From an optimization exercise on the open Yosys and OpenROAD flow, aimed at small area, a short achievable clock period and few clock cycles; shortcuts taken in it are not production practice. Where RTL was checked, it was by simulation tests only, not by an equivalence proof against the original.

==> v26: inputs <==
==> flow/design.v (excerpt) <==
module US_CSC (
   input  logic            Clock,
   input  logic            Resetn,
   output logic            SRAM_we_n,
   output logic   [17:0]   SRAM_address,
   input  logic   [15:0]   SRAM_read_data,
   output logic   [15:0]   SRAM_write_data,
   input  logic            US_CSC_enable,
   output logic            US_CSC_complete
);
clock: 13.5 ns
lec_check: 0
cap_margin: 20
core_margin: 2
core_utilization: 40
slew_margin: 20
standard.sh (not shown) runs the stock make flow with config.mk's settings and CLKGATE_MAP_FILE= SYNTH_SCRIPT=/design/flow/synth_recipe.tcl, a recipe that flattens the netlist after the stock synthesis.
==> flow/flow/run.sh <==
#!/bin/bash
# Standard ORFS layout at the design's clock period and constraints; repair_timing
# is asked to keep 9 ns of setup slack, so it works on every path over 4.5 ns.
bash standard.sh SETUP_SLACK_MARGIN=9 CORE_UTILIZATION=60 finish > standard_run.log 2>&1
==> v9 (differences from v26) <==
--- a/flow/design.v
+++ b/flow/design.v
@@ -1363,27 +1363,25 @@
    sB <= {1'b0, tb} + {1'b0, te};
    sC <= {1'b0, tc} + {1'b0, td};
    ufr <= fout;
    if (ph == 4'd2 || ph == 4'd5) yp <= SRAM_read_data[15:8];
    else                          yp <= ys;
    if (ph == 4'd3 || ph == 4'd6) begin up <= ufr;   vp <= fout;  end
    else                          begin up <= sr[3]; vp <= sr[4]; end
-   ys <= SRAM_read_data[7:0];    
+   if (ph == 4'd2 || ph == 4'd5) ys <= SRAM_read_data[7:0];
    if (ph == 4'd1 || ph == 4'd2 || ph == 4'd4 || ph == 4'd5) begin
       for (i = 0; i < 12; i = i + 1) sr[i] <= sr[i+1];
    end
    if (ph == 4'd3 || ph == 4'd4) begin
       sr[10] <= SRAM_read_data[15:8];
       sr[12] <= SRAM_read_data[7:0];
    end
-   bufb <= bb;
-   bufg <= gg;
    case (ph)
-      4'd3, 4'd6: SRAM_write_data <= {rr, gg};
-      4'd4, 4'd7: SRAM_write_data <= {bufb, rr};
+      4'd3, 4'd6: begin SRAM_write_data <= {rr, gg}; bufb <= bb; end
+      4'd4, 4'd7: begin SRAM_write_data <= {bufb, rr}; bufg <= gg; bufb <= bb; end
       default:    SRAM_write_data <= {bufg, bufb};
    endcase
 end
 always_ff @(posedge Clock or negedge Resetn) begin
    if (!Resetn) begin
       run <= 1'b0;
       ph <= 4'd0;
==> flow/run.sh (new file) <==
#!/bin/bash
# synth_recipe.tcl (not shown) runs the flow's synth.tcl, then flattens the netlist and writes it again
# the make line also repeats each setting of config.mk as NAME=value (left out here)
make -C /OpenROAD-flow-scripts/flow DESIGN_CONFIG=/design/flow/config.mk WORK_HOME=/design/flow/orfs CLKGATE_MAP_FILE= SYNTH_SCRIPT=/design/flow/synth_recipe.tcl finish
removed: flow/flow/run.sh
removed: flow/standard.sh
==> v25 (differences from v26) <==
--- a/flow/design.v
+++ b/flow/design.v
@@ -1363,27 +1363,25 @@
    sB <= {1'b0, tb} + {1'b0, te};
    sC <= {1'b0, tc} + {1'b0, td};
    ufr <= fout;
    if (ph == 4'd2 || ph == 4'd5) yp <= SRAM_read_data[15:8];
    else                          yp <= ys;
    if (ph == 4'd3 || ph == 4'd6) begin up <= ufr;   vp <= fout;  end
    else                          begin up <= sr[3]; vp <= sr[4]; end
-   ys <= SRAM_read_data[7:0];    
+   if (ph == 4'd2 || ph == 4'd5) ys <= SRAM_read_data[7:0];
    if (ph == 4'd1 || ph == 4'd2 || ph == 4'd4 || ph == 4'd5) begin
       for (i = 0; i < 12; i = i + 1) sr[i] <= sr[i+1];
    end
    if (ph == 4'd3 || ph == 4'd4) begin
       sr[10] <= SRAM_read_data[15:8];
       sr[12] <= SRAM_read_data[7:0];
    end
-   bufb <= bb;
-   bufg <= gg;
    case (ph)
-      4'd3, 4'd6: SRAM_write_data <= {rr, gg};
-      4'd4, 4'd7: SRAM_write_data <= {bufb, rr};
+      4'd3, 4'd6: begin SRAM_write_data <= {rr, gg}; bufb <= bb; end
+      4'd4, 4'd7: begin SRAM_write_data <= {bufb, rr}; bufg <= gg; bufb <= bb; end
       default:    SRAM_write_data <= {bufg, bufb};
    endcase
 end
 always_ff @(posedge Clock or negedge Resetn) begin
    if (!Resetn) begin
       run <= 1'b0;
       ph <= 4'd0;
==> flow/flow/run.sh (replaced) <==
#!/bin/bash
# Standard ORFS layout at the design's clock period and constraints; repair_timing
# is asked to keep 9 ns of setup slack, so it works on every path over 4.5 ns.
bash standard.sh SETUP_SLACK_MARGIN=9 finish > standard_run.log 2>&1
==> run summary <==
| quantity | v26 | v9 | v25 |
|---|---|---|---|
| Status | no timing/DRC/antenna violations | no timing/DRC/antenna violations | no timing/DRC/antenna violations |
| Routed via count | 14656 | 13646 | 14095 |
| Destination of the critical timing path | SRAM_write_data[2] | SRAM_write_data[2] | SRAM_write_data[6] |
| Vias per inst | 5.581 | 5.032 | 5.052 |
| Final-stage net count | 2600 | 2459 | 2540 |
| Met3 usage | 5.985% | 3.278% | 2.984% |
| Number of logic stages on the critical path including buffering | 14 | 18 | 16 |
| Worst R2R Start | yp[1] | yp[0] | yp[6] |
| Worst-Skew Late Latency | 0.56 ns | 0.60 ns | 0.58 ns |
| Share of final layout cell area taken by clock buffers and inverters | 3.771% | 4.895% | 3.765% |
| Hold path depth | 2 | 0 | 0 |
| DRT Wirelength | 52.28 mm | 49.71 mm | 50.80 mm |
| Initial Util | 60.90% | 40.49% | 40.49% |
| Aggregate global-route resource usage | 29.31% | 19.16% | 19.29% |
Testbench counts of v9, summed over its fixed seeds: cycles 1,536,168.
Testbench counts of v25, summed over its fixed seeds: cycles 1,536,168.
No functional check of the RTL was part of v26.


==> v12 <==
US_CSC, a different RTL version from the one above (not shown whole).
Settings: LEC_CHECK=0, CAP_MARGIN=20, CORE_MARGIN=2, CORE_UTILIZATION=40, SLEW_MARGIN=20; clock period 13.5 ns.
==> flow/flow/run.sh <==
#!/bin/bash
# Standard ORFS layout at the design's clock period and constraints; repair_timing
# is asked to keep 9 ns of setup slack, so it works on every path over 4.5 ns.
bash standard.sh SETUP_SLACK_MARGIN=9 CORE_UTILIZATION=60 finish > standard_run.log 2>&1
==> inputs of v36, as changes to v12 <==
--- a/flow/design.v
+++ b/flow/design.v
@@ -20,14 +20,16 @@
 logic [7:0]  sr [0:12];
 logic [7:0]  ys;            
 logic [7:0]  yp, up, vp;    
 logic [9:0]  up3;           
 logic [7:0]  usel;
 logic [7:0]  ufr;           
 logic [7:0]  bufb, bufg;    
+logic [7:0]  rreg, greg, breg;   
+logic        osel1, osel2;       
 logic [8:0]  sA, sB, sC;    
 logic e0, o0, e79, o78, o79;
 logic [7:0] ta, tb, tc, td, te, tf;
 logic na, nb, nd, ne, nf;
 assign na = ~(e0 | o0);
 assign nb = ~e0;
 assign nd = ~o79;
@@ -40,14 +42,15 @@
       tc[k] = sr[4][k];
       td[k] = (nd & sr[6][k]) | (o79 & sr[4][k]);
       te[k] = (ne & sr[8][k]) | (e79 & sr[6][k]) | (o79 & sr[4][k]);
       tf[k] = (nf & sr[10][k]) | (e79 & sr[6][k]) | (o78 & sr[8][k]) | (o79 & sr[4][k]);
    end
 end
 assign usel = (ph == 4'd3 || ph == 4'd6) ? ufr : sr[3];
+assign SRAM_write_data = osel1 ? {bufb, rreg} : (osel2 ? {bufg, bufb} : {rreg, greg});
 wire fs_w1 = sA[7] ^ sA[5];
 wire fs_w2 = sA[7] & sA[5];
 wire fs_w3 = sA[8] ^ sA[6];
 wire fs_w4 = sA[8] & sA[6];
 wire fs_w5 = sA[4] ^ sA[2];
 wire fs_w6 = sA[4] & sA[2];
 wire fs_w7 = sA[5] ^ sA[3] ^ sA[1];
@@ -1338,52 +1341,51 @@
    if (ph == 4'd1 || ph == 4'd2 || ph == 4'd4 || ph == 4'd5) begin
       for (i = 0; i < 12; i = i + 1) sr[i] <= sr[i+1];
    end
    if (ph == 4'd3 || ph == 4'd4) begin
       sr[10] <= SRAM_read_data[15:8];
       sr[12] <= SRAM_read_data[7:0];
    end
-   bufb <= bb;
-   bufg <= gg;
-   case (ph)
-      4'd3, 4'd6: SRAM_write_data <= {rr, gg};
-      4'd4, 4'd7: SRAM_write_data <= {bufb, rr};
-      default:    SRAM_write_data <= {bufg, bufb};
+   if (!run) SRAM_address <= U_BASE - 18'd2;    
+   else case (ph)
+      4'd0: SRAM_address <= U_BASE + {{2{fr[15]}}, fr};
+      4'd1: SRAM_address <= V_BASE + {{2{fr[15]}}, fr};
+      4'd2: SRAM_address <= {1'b0, fr, 1'b1};
+      4'd9: SRAM_address <= {1'b0, fr + 16'd1, 1'b0};
+      default: SRAM_address <= waddr;
    endcase
+   rreg <= rr;
+   greg <= gg;
+   breg <= bb;
+   bufb <= breg;
+   bufg <= greg;
+   osel1 <= (ph == 4'd4 || ph == 4'd7);
+   osel2 <= (ph == 4'd5 || ph == 4'd8);
 end
 always_ff @(posedge Clock or negedge Resetn) begin
    if (!Resetn) begin
       run <= 1'b0;
       ph <= 4'd0;
       fr <= 16'hfffe;
       col <= 7'd78;
       waddr <= RGB_BASE;
       SRAM_we_n <= 1'b1;
-      SRAM_address <= 18'd0;
       US_CSC_complete <= 1'b0;
    end else if (!run) begin
       SRAM_we_n <= 1'b1;
       if (US_CSC_enable && !US_CSC_complete) begin
          run <= 1'b1;
          ph <= 4'd1;
-         SRAM_address <= U_BASE - 18'd2;    
       end
    end else begin
       ph <= (ph == 4'd9) ? 4'd0 : ph + 4'd1;
       if (ph == 4'd9) begin
          fr <= fr + 16'd1;
          col <= (col == 7'd79) ? 7'd0 : col + 7'd1;
       end
-      case (ph)
-         4'd0: SRAM_address <= U_BASE + {{2{fr[15]}}, fr};
-         4'd1: SRAM_address <= V_BASE + {{2{fr[15]}}, fr};
-         4'd2: SRAM_address <= {1'b0, fr, 1'b1};
-         4'd9: SRAM_address <= {1'b0, fr + 16'd1, 1'b0};
-         default: SRAM_address <= waddr;
-      endcase
       if (ph >= 4'd3 && ph <= 4'd8 && !fr[15]) begin
          SRAM_we_n <= 1'b0;
          waddr <= waddr + 18'd1;
       end else
          SRAM_we_n <= 1'b1;
       if (ph == 4'd9 && fr == LAST_FR) begin
          run <= 1'b0;
==> flow/flow/run.sh (replaced) <==
#!/bin/bash
# Standard ORFS layout at the design's clock period and constraints; repair_timing
# is asked to keep extra setup slack so it works on the longest paths.
bash standard.sh SETUP_SLACK_MARGIN=9 CORE_UTILIZATION=60 CTS_BUF_LIST=sky130_fd_sc_hd__clkbuf_8 CTS_CLUSTER_SIZE=20 CTS_CLUSTER_DIAMETER=60 finish > standard_run.log 2>&1
==> inputs of v32, as changes to v12 <==
--- a/flow/design.v
+++ b/flow/design.v
@@ -20,14 +20,16 @@
 logic [7:0]  sr [0:12];
 logic [7:0]  ys;            
 logic [7:0]  yp, up, vp;    
 logic [9:0]  up3;           
 logic [7:0]  usel;
 logic [7:0]  ufr;           
 logic [7:0]  bufb, bufg;    
+logic [7:0]  rreg, greg, breg;   
+logic        osel1, osel2;       
 logic [8:0]  sA, sB, sC;    
 logic e0, o0, e79, o78, o79;
 logic [7:0] ta, tb, tc, td, te, tf;
 logic na, nb, nd, ne, nf;
 assign na = ~(e0 | o0);
 assign nb = ~e0;
 assign nd = ~o79;
@@ -40,14 +42,15 @@
       tc[k] = sr[4][k];
       td[k] = (nd & sr[6][k]) | (o79 & sr[4][k]);
       te[k] = (ne & sr[8][k]) | (e79 & sr[6][k]) | (o79 & sr[4][k]);
       tf[k] = (nf & sr[10][k]) | (e79 & sr[6][k]) | (o78 & sr[8][k]) | (o79 & sr[4][k]);
    end
 end
 assign usel = (ph == 4'd3 || ph == 4'd6) ? ufr : sr[3];
+assign SRAM_write_data = osel1 ? {bufb, rreg} : (osel2 ? {bufg, bufb} : {rreg, greg});
 wire fs_w1 = sA[7] ^ sA[5];
 wire fs_w2 = sA[7] & sA[5];
 wire fs_w3 = sA[8] ^ sA[6];
 wire fs_w4 = sA[8] & sA[6];
 wire fs_w5 = sA[4] ^ sA[2];
 wire fs_w6 = sA[4] & sA[2];
 wire fs_w7 = sA[5] ^ sA[3] ^ sA[1];
@@ -1338,52 +1341,51 @@
    if (ph == 4'd1 || ph == 4'd2 || ph == 4'd4 || ph == 4'd5) begin
       for (i = 0; i < 12; i = i + 1) sr[i] <= sr[i+1];
    end
    if (ph == 4'd3 || ph == 4'd4) begin
       sr[10] <= SRAM_read_data[15:8];
       sr[12] <= SRAM_read_data[7:0];
    end
-   bufb <= bb;
-   bufg <= gg;
-   case (ph)
-      4'd3, 4'd6: SRAM_write_data <= {rr, gg};
-      4'd4, 4'd7: SRAM_write_data <= {bufb, rr};
-      default:    SRAM_write_data <= {bufg, bufb};
+   if (!run) SRAM_address <= U_BASE - 18'd2;    
+   else case (ph)
+      4'd0: SRAM_address <= U_BASE + {{2{fr[15]}}, fr};
+      4'd1: SRAM_address <= V_BASE + {{2{fr[15]}}, fr};
+      4'd2: SRAM_address <= {1'b0, fr, 1'b1};
+      4'd9: SRAM_address <= {1'b0, fr + 16'd1, 1'b0};
+      default: SRAM_address <= waddr;
    endcase
+   rreg <= rr;
+   greg <= gg;
+   breg <= bb;
+   bufb <= breg;
+   bufg <= greg;
+   osel1 <= (ph == 4'd4 || ph == 4'd7);
+   osel2 <= (ph == 4'd5 || ph == 4'd8);
 end
 always_ff @(posedge Clock or negedge Resetn) begin
    if (!Resetn) begin
       run <= 1'b0;
       ph <= 4'd0;
       fr <= 16'hfffe;
       col <= 7'd78;
       waddr <= RGB_BASE;
       SRAM_we_n <= 1'b1;
-      SRAM_address <= 18'd0;
       US_CSC_complete <= 1'b0;
    end else if (!run) begin
       SRAM_we_n <= 1'b1;
       if (US_CSC_enable && !US_CSC_complete) begin
          run <= 1'b1;
          ph <= 4'd1;
-         SRAM_address <= U_BASE - 18'd2;    
       end
    end else begin
       ph <= (ph == 4'd9) ? 4'd0 : ph + 4'd1;
       if (ph == 4'd9) begin
          fr <= fr + 16'd1;
          col <= (col == 7'd79) ? 7'd0 : col + 7'd1;
       end
-      case (ph)
-         4'd0: SRAM_address <= U_BASE + {{2{fr[15]}}, fr};
-         4'd1: SRAM_address <= V_BASE + {{2{fr[15]}}, fr};
-         4'd2: SRAM_address <= {1'b0, fr, 1'b1};
-         4'd9: SRAM_address <= {1'b0, fr + 16'd1, 1'b0};
-         default: SRAM_address <= waddr;
-      endcase
       if (ph >= 4'd3 && ph <= 4'd8 && !fr[15]) begin
          SRAM_we_n <= 1'b0;
          waddr <= waddr + 18'd1;
       end else
          SRAM_we_n <= 1'b1;
       if (ph == 4'd9 && fr == LAST_FR) begin
          run <= 1'b0;
==> comparison <==
- The lowest worst setup slack belongs to v12, the highest to v32.
- Between v12 and v36, the lower design area is in v36 (gap 3.1%, measured against v36).
- Routed wire length, highest first: v12, v32, v36.
- Area after synthesis is the same in v36 and v32.
- Between v32 and v12, the lower maximum frequency is in v12 (gap 4.6%, measured against v12).
- The lowest global-route usage belongs to v36, the highest to v12.
Testbench counts of v36, summed over its fixed seeds: cycles 1,536,168.
Testbench counts of v32, summed over its fixed seeds: cycles 1,536,168.
Only the layout flow was run in v12; the RTL was not checked for function there.

separate check: timing with driven ports:
How much do the figures lean on ideal ports? The routed layouts below were timed once more, with nothing changed but the port constraints.
Step 1, drivers: a clkbuf_16 drives Clock and a buf_2 each remaining input, both assumed.
Step 2, shift: input delay + t, output delay - t, t = (earliest + latest rising clock arrival at the registers) / 2. This alone moves slack from input paths to output paths.
a / b / c = ideal ports / drivers / drivers and shift; a / b = the first two.
run	shift t [ns]	setup WS [ns]	latest minus earliest clock arrival (ns)
v26	0.601	8.642 / 8.642 / 8.642	0.014 / 0.014
v9	0.643	7.585 / 7.585 / 7.585	0.024 / 0.025
v25	0.630	8.574 / 8.574 / 8.574	0.016 / 0.016
v12	0.615	8.588 / 8.588 / 8.588	0.020 / 0.020
v36	0.674	8.795 / 8.795 / 8.795	0.029 / 0.030
v32	0.629	8.803 / 8.750 / 8.854	0.014 / 0.014
After both steps every run listed still meets setup and hold.
